From an optimization exercise on the open Yosys and OpenROAD flow, aimed at small area; shortcuts taken in it are not production practice.
The RTL was checked by simulation tests, not by an equivalence proof against the original design.
No activity file was given, so power comes from the tool's default toggle rates.

==> flow/design.v (excerpt) <==
module axi_peripheral_top #(
    parameter integer C_S_AXI_DATA_WIDTH = 32,
    parameter integer C_S_AXI_ADDR_WIDTH = 32,
    parameter integer CLK_FREQ_HZ        = 100_000_000,
    parameter integer NUM_LEDS           = 8
) (
input  wire                                  S_AXI_ACLK,
input  wire                                  S_AXI_ARESETN,
input  wire [C_S_AXI_ADDR_WIDTH-1:0]        S_AXI_AWADDR,
input  wire [2:0]                            S_AXI_AWPROT,
input  wire                                  S_AXI_AWVALID,
output wire                                  S_AXI_AWREADY,
input  wire [C_S_AXI_DATA_WIDTH-1:0]        S_AXI_WDATA,
input  wire [(C_S_AXI_DATA_WIDTH/8)-1:0]    S_AXI_WSTRB,
input  wire                                  S_AXI_WVALID,
output wire                                  S_AXI_WREADY,
output wire [1:0]                            S_AXI_BRESP,
output wire                                  S_AXI_BVALID,
input  wire                                  S_AXI_BREADY,
input  wire [C_S_AXI_ADDR_WIDTH-1:0]        S_AXI_ARADDR,
input  wire [2:0]                            S_AXI_ARPROT,
input  wire                                  S_AXI_ARVALID,
output wire                                  S_AXI_ARREADY,
output wire [C_S_AXI_DATA_WIDTH-1:0]        S_AXI_RDATA,
output wire [1:0]                            S_AXI_RRESP,
output wire                                  S_AXI_RVALID,
input  wire                                  S_AXI_RREADY,
output wire [NUM_LEDS-1:0]                   leds,
output wire [6:0]                            seg_cathode,
  ...
export LEC_CHECK = 0
export CAP_MARGIN = 0
export CORE_MARGIN = 2
export CORE_UTILIZATION = 40
export SLEW_MARGIN = 0
create_clock -name core_clock -period 10.0 [get_ports {S_AXI_ACLK}]
standard.sh (not shown) runs the stock make flow with config.mk's settings and CLKGATE_MAP_FILE= SYNTH_SCRIPT=/design/flow/synth_recipe.tcl, a recipe that flattens the netlist after the stock synthesis.
==> flow/flow/run.sh <==
#!/bin/bash
# Own layout flow: the standard ORFS flow (standard.sh) with three changes.
#  1. Synthesis: ORFS's synth.tcl as the standard flow's synth_recipe.tcl runs it, except
#     that the combinational mapping uses an area-oriented ABC script
#     (flow/area.abc) and full-adder extraction is skipped.  Registers are
#     untouched; the flow checks that the register instances (names and cell
#     types) equal those of the standard synthesis, and falls back to the
#     standard synthesis if they do not.
#  2. Placement buffers every input and output port with buf_1.
#  3. Clock tree synthesis uses clkbuf_8 and no dummy loads.
#  4. One tie-low cell drives all constant outputs (no per-load tie copies).
# Every tool's output goes to a log file in this folder (and ORFS's own
# per-step logs under orfs/logs).
set -euo pipefail
W=$PWD
FLOWDIR=$W/flow

# --- synthesis script with the area ABC script -----------------------------
sed -e 's|log_cmd abc {\*}$abc_args|log_cmd abc {*}[lreplace $abc_args 1 1 '"$FLOWDIR/area.abc"']|' \
    -e 's|^# Technology mapping of adders|set ::env(ADDER_MAP_FILE) ""\n# Technology mapping of adders|' \
    "$FLOW_HOME/scripts/synth.tcl" > "$W/synth_area.tcl"
grep -q "lreplace" "$W/synth_area.tcl"
grep -q 'ADDER_MAP_FILE) ""' "$W/synth_area.tcl"
sed "s|source \$::env(SCRIPTS_DIR)/synth.tcl|source $W/synth_area.tcl|" synth_recipe.tcl > "$W/area_synth.tcl"
grep -q "synth_area.tcl" "$W/area_synth.tcl"
grep -q "SYNTH_SCRIPT=[^ ]*synth_recipe.tcl" standard.sh
sed "s|SYNTH_SCRIPT=[^ ]*synth_recipe.tcl|SYNTH_SCRIPT=$W/area_synth.tcl|" standard.sh > "$W/area_standard.sh"

# --- the standard synthesis, for its list of registers ----------------------
sed -e "s|WORK_HOME=[^ ]*|WORK_HOME=$W/ref|" standard.sh > "$W/ref_standard.sh"
bash "$W/ref_standard.sh" synth > "$W/ref_synth.log" 2>&1
regs() { grep -E '^ *sky130_fd_sc_hd__[a-z]*df[a-z0-9_]* ' "$1" | awk '{print $1, $2}' | sort; }
REF=$W/ref/results/$FLOW_PLATFORM/axi_peripheral_top/base/1_2_yosys.v
regs "$REF" > "$W/regs_standard.txt"

export BUFFER_PORTS_ARGS="-buffer_cell sky130_fd_sc_hd__buf_1"
export SKIP_REPAIR_TIE_FANOUT=1
export CTS_ARGS="-sink_clustering_enable -repair_clock_nets -buf_list sky130_fd_sc_hd__clkbuf_8 -dont_use_dummy_load"

# --- area synthesis, then the rest of the flow ------------------------------
bash "$W/area_standard.sh" synth > "$W/area_synth.log" 2>&1
OUT=$W/orfs/results/$FLOW_PLATFORM/axi_peripheral_top/base/1_2_yosys.v
regs "$OUT" > "$W/regs_area.txt"
if ! cmp -s "$W/regs_standard.txt" "$W/regs_area.txt" || [ ! -s "$W/regs_area.txt" ]; then
  echo "registers differ from the standard synthesis: using the standard synthesis" | tee "$W/fallback.txt"
  rm -rf "$W/orfs"
  bash standard.sh synth > "$W/standard_synth.log" 2>&1
fi
bash standard.sh > "$W/standard_flow.log" 2>&1
Other scripts of this flow, unchanged in this note and not shown: flow/flow/area.abc
The starting point finished clean.
Then changed:
Settings changed: CAP_MARGIN 0 to 20, CORE_UTILIZATION 40 to 65, PLACE_DENSITY from default to 0.75, SLEW_MARGIN 0 to 20.
What happened: Total power goes down by 0.43%; critical path depth stays the same; clock-buffer cell count stays the same; synthesized area does not change; wire length fell by 4.9%; design area came out lower by 1.6%; non-clock buffer count is unchanged; worst setup slack gets worse by 0.036 ns; clock power stays flat; sequential power stays flat; fmax came out lower by 0.80%.
Then changed:
Settings changed: CORE_UTILIZATION 65 to 40, PLACE_DENSITY 0.75 to default.
=>
- The new run completed without violations
- synthesized cell count does not change
- routed wire length increases by a few percent
- clock-buffer cell count does not change
- cell area went up slightly
- hold slack improved by 0.0041 ns
- power increases slightly
- synthesized area is unchanged
- non-clock buffer count does not change

-- what the ideal ports hide --
No port has a modelled driver above. Below, the same layouts with a new extraction and two added sets of constraints.
Step 1, drivers: a clkbuf_16 drives S_AXI_ACLK and a buf_2 each remaining input, both assumed.
Step 2 moves the port delays by t, midway between the first and last clock arrival at a register: inputs arrive t later, outputs are due t later. That takes back most of the time a late clock gives input paths.
Three values: ideal ports, drivers, drivers and shift; two values: the first two.
| run | shift t [ns] | setup WS [ns] | clock arrival spread, ns | worst slew at a driven data input, ns |
|---|---|---|---|---|
| the first run | 0.370 | 5.526 / 5.500 / 5.613 | 0.021 / 0.021 | 0.04 |
| the second run | 0.370 | 5.490 / 5.463 / 5.619 | 0.030 / 0.030 | 0.05 |
| the third run | 0.370 | 5.526 / 5.500 / 5.613 | 0.021 / 0.021 | 0.04 |
After both steps every run listed still meets setup and hold.
